This design comes from an exercise in tuning for small area and a short achievable clock period on the open sky130 flow, not from production work.
In this exercise RTL edits were held to simulation tests only and were not proved equivalent to the original.

==> flow/design.v, too long to show whole: its modules and the start of the top module <==
// module multiplier64x64: 6682 lines
// module fa_cell: 4 lines
// module ha_cell: 4 lines
// module mult64_top: 12 lines
module mult64_top(
    input              clk,
    input      [63:0]  a,
    input      [63:0]  b,
    output reg [127:0] prod
    );
  // ...
==> flow/run.sh <==
#!/bin/bash
# synth_recipe.tcl (not shown) runs the flow's synth.tcl, then flattens the netlist and writes it again
# the make line also repeats each setting of config.mk as NAME=value (left out here)
make -C /OpenROAD-flow-scripts/flow DESIGN_CONFIG=/design/flow/config.mk WORK_HOME=/design/flow/orfs CLKGATE_MAP_FILE= SYNTH_SCRIPT=/design/flow/synth_recipe.tcl finish
==> flow/config.mk <==
export PLATFORM = sky130hd
export DESIGN_NAME = mult64_top
export DESIGN_NICKNAME = mult64_top
export VERILOG_FILES = /design/flow/design.v
export SDC_FILE = /design/flow/constraint.sdc
export NUM_CORES = 4
export LEC_CHECK = 0
export ABC_AREA = 1
export CAP_MARGIN = 20
export CORE_MARGIN = 2
export CORE_UTILIZATION = 40
export SLEW_MARGIN = 20
export SYNTH_HIERARCHICAL = 1
==> flow/constraint.sdc <==
create_clock -name core_clock -period 16.0 [get_ports {clk}]
set_input_delay 3.2000 -clock core_clock [delete_from_list [all_inputs] [get_ports {clk}]]
set_output_delay 3.2000 -clock core_clock [all_outputs]
set_load 0.01 [all_outputs]
==> impl_metrics.toml, run 1 <==
[cells_and_area]
clkbuf_count = 17
fillers = 22310
largest_reg_flops = 128
n_all_inverters = 659
most-common-layout-cells = "xor2_1 (2109), o22ai_1 (2015), fa_1 (1961)"
top_register = "prod"
design_area_um2 = 97390
area_growth_pct = 6.282
multi_input_cells = 8339
utilization = 0.4281
fin_nets = 12010

[critical_path]
path_common_cell = "fa_1"
crit_chain = "buf_4 -> buf_4 -> nor2_1 -> a21oi_4 -> buf_4 -> o22ai_1 -> xor2_1 -> fa_1 -> fa_1 -> fa_1 -> fa_1 -> fa_1 -> fa_1 -> fa_1 -> fa_1 -> ha_1 -> a21oi_1 -> o21ai_0 -> a21oi_1 -> o21ai_0 -> a21oi_1 -> nand3_1 -> xor2_1"
crit_path_top_delay_cell = "buf_4"

[logic_synthesis]
synth_seq_cells = 128
ys_seq_area_frac = 0.02796
synth_area_leader_cell = "fa_1"

[die]
initial_core_util = 0.4028
num_rows = 175
fp.coreArea_um2 = 227500

[worst_hold_path]
min_path_cells = 2
min_path_type = "in -> reg"

[timing]
slew_violations = 0
tightestPinTransition_ns = 1.325
slew_headroom = 0.1139

[routing]
dr.max_layer_used = "met5"
drc_errors = 0
drt_iter0_drc = 16960

[status]
status = "no timing/DRC/antenna violations"

[grt]
grt-busiest-layer = "met2"

[clock_network]
cts_resized = 0
cts_max_path_buffers = 2
post-cts-setup-buffers = 0
postCtsHoldBufs = 0

[placement]
placed_area_um2 = 96750
==> run 2, diff against run 1 <==
--- a/flow/config.mk
+++ b/flow/config.mk
@@ -11,2 +11,3 @@
 export CORE_UTILIZATION = 40
+export SETUP_SLACK_MARGIN = 4.5
 export SLEW_MARGIN = 20
==> impl_metrics.toml, run 2 <==
[cells_and_area]
most-common-layout-cells = "xor2_1 (2108), o22ai_1 (2014), fa_1 (1961)"
area_growth_pct = 6.920
top_register = "prod"
fin_nets = 12020
final_cells = 12750
top_regs = "prod (128)"
drive_gt1_frac = 0.08023
mostFrequentLayoutCell = "xor2_1"
largest_reg_flops = 128
fillers = 22260

[logic_synthesis]
yosysWarnings = 7
synth_edf_count = 0
synth.avg_cell_area_um2 = 9.019
yosys.area.top_type_share = 0.4284
netlist_instances = 10160
ys_top_cells_by_area = "fa_1 (43%), xor2_1 (20%), o22ai_1 (14%)"
synth_seq_cells = 128
synthesis.nets = 12490
synthFlopType = "dfxtp_1"
synthTopCellsByCount = "xor2_1 (2111), o22ai_1 (2015), fa_1 (1961)"
async_flop_share = 0
synth_area_leader_cell = "fa_1"
ys_seq_area_frac = 0.02796
synth_cell_type_count = 42
yosysMostFrequentCell = "xor2_1"
synth_area_um2 = 91630

[die]
die_y_um = 482.6
dieArea_um2 = 232900
num_rows = 175
initial_core_util = 0.4028
die_x_um = 482.6
fp.coreArea_um2 = 227500
io_pins = 257

[timing]
finalCritPeriodShare = 0.7298
finalHoldViolCount = 0
fmax_mhz = 85.64
tns_ns = 0
period_needed_ns = 11.68
slew_violations = 0
rsz0062_at_grt = "yes"
slew_headroom = 0.06029
setup_violations = 0
tightestPinTransition_ns = 1.405

[critical_path]
crit_type = "in -> reg"
crit_arrival_ns = 11.99
cp-start-kind = "input port"
critPathRequiredTime_ns = 16.31
crit_fanout = 52
cp-end-kind = "flop"

[grt]
antenna_found_initial = 27
grt_max_degree = 65
gr-total-overflow = 0
grt_pass1_vias = 96860
grt_pass1_wl_mm = 754.3
grt_usage = 0.4616

[worst_hold_path]
min_path_type = "in -> reg"

[routing]
vias = 94920
drt_iter0_drc = 17260
dr.pass1.iters = 12
vias_per_cell = 7.447
drc_errors = 0
detail-route-antenna-nets = 0
wl_per_cell_um = 43.27
wl_mm = 551.5

[flow_run]
cap_violations = 0

[status]
status = "no timing/DRC/antenna violations"

[clock_network]
path_clk_slew_ns = 0.07
postCtsHoldBufs = 0
root_buffer = "clkbuf_16"
cts_max_path_buffers = 2
cts_made_buffers = 17
h-tree-depth = 4
cts_tree = "built"
cts.sinks = 128

[placement]
dp_cells = 12680
gp_congestion = 1.104
portBuffers = 256
hpwlAfterDp_mm = 370.4
-- run 2: routing by layer --
| layer | GRT usage | wire [um] | part of all wire | vias up |
|---|---|---|---|---|
| li1 | - | - | - | 33140 |
| met1 | 0.5417 | 186900 | 0.34 | 46620 |
| met2 | 0.6203 | 210700 | 0.38 | 11300 |
| met3 | 0.2518 | 95180 | 0.17 | 3824 |
| met4 | 0.3537 | 57630 | 0.10 | 36 |
| met5 | 0.03084 | 1119 | 0.0020 | - |
-- run 2: worst max-delay path: stages --
cell and delay (ns):
clkdlybuf4s50_1 0.60, nand2_1 0.14, nor2_1 0.25, a21oi_4 0.06, buf_12 0.18, buf_12 0.19
o22ai_1 0.32, xor2_1 0.14, fa_1 0.61, fa_1 0.53, fa_1 0.44, fa_1 0.59
fa_1 0.48, fa_1 0.44, fa_1 0.61, fa_1 0.49, ha_1 0.62, nand2_1 0.16
nor2_1 0.24, inv_2 0.07, nor2_1 0.13, inv_2 0.07, nor2_2 0.30, inv_1 0.24
nor3_2 0.20, nand3_1 0.13, nand4_1 0.11, nand2_1 0.18
-- run 2: timing repair --
action                                  CTS  global route
setup buffers                             4             5
resized for setup                        44           116
pin swaps                                 0             1
endpoints found under the setup margin   58            67
gates cloned                              0             0
-- run 2: per-module statistics from Yosys (local to each module, per instance) --
module	cells	copies in the design	cell area, um2
multiplier64x64	7986	1	48750
fa_cell	1	1961	20.02
mult64_top	128	1	2562
ha_cell	1	85	12.51
-- run 2: cells by family (layout without fill, tap and decap cells) --
logic type,Yosys count,after routing,synth area share
AO/OA/AOI/OAI,2564,2564,0.1701
XOR/XNOR,2115,2115,0.2022
adder cells (fa/ha/maj),2196,2196,0.4605
buffers and inverters,1693,1242,0.07055
flip-flops,128,128,0.02796
other,0,28,0
AND/OR/NAND/NOR,1464,1464,0.06868
-- run 2: layout make-up --
cell class                 instances  area [um2]  area share
sequential                       128        2562     0.02615
clock inverter                    14       131.4    0.001341
inverter                         659        2525     0.02577
antenna                           28       70.07   0.0007152
multi-input combinational       8339       83040      0.8476
tap                             3009        3765     0.03843
clock buffer                      17       425.4    0.004342
timing repair buffer             552        5454     0.05567
-- run 2: path summary, 6_finish.rpt --
kind / from / end / cells after the start
min: b[1] / prod[0] / 2
max: b[36] / prod[99] / 28
-- run 2: through the flow --
stage | worst slack (ns) | util | hold slack, ns | instance area, um2
floorplan | 6.325 | - | 3.425 | 91630
global placement | 3.352 | 0.4252 | 3.723 | 96730
detailed placement | 3.378 | 0.4253 | 3.757 | 96750
CTS | 4.501 | 0.4286 | 3.230 | 97520
global route | 4.413 | 0.4304 | 3.289 | 97910
finish | 4.324 | 0.4307 | 3.292 | 97970

[what the ideal ports hide]
Ports are ideal in the flow. The routed layouts listed here were re-timed in OpenROAD.
Step 1: set_driving_cell puts a clkbuf_16 on clk and a buf_2 on each other input, an assumption about the parent block.
Step 2 moves the port delays by t, midway between the first and last clock arrival at a register: inputs arrive t later, outputs are due t later. That takes back most of the time a late clock gives input paths.
Slacks: ideal / step 1 / step 2; pairs: ideal / step 1.
run | shift t [ns] | setup slack, ns | hold slack, ns | clock arrival spread, ns
run 1 | 0.525 | 3.312 / 3.278 / 2.753 | 3.291 / 3.286 / 3.811 | 0.024 / 0.024
run 2 | 0.528 | 4.324 / 4.341 / 3.813 | 3.292 / 3.288 / 3.817 | 0.023 / 0.023
After both steps every run listed still meets setup and hold. The setup slack of run 1, which loses most, moves by -0.034 ns with the drivers and by -0.559 ns with both steps.
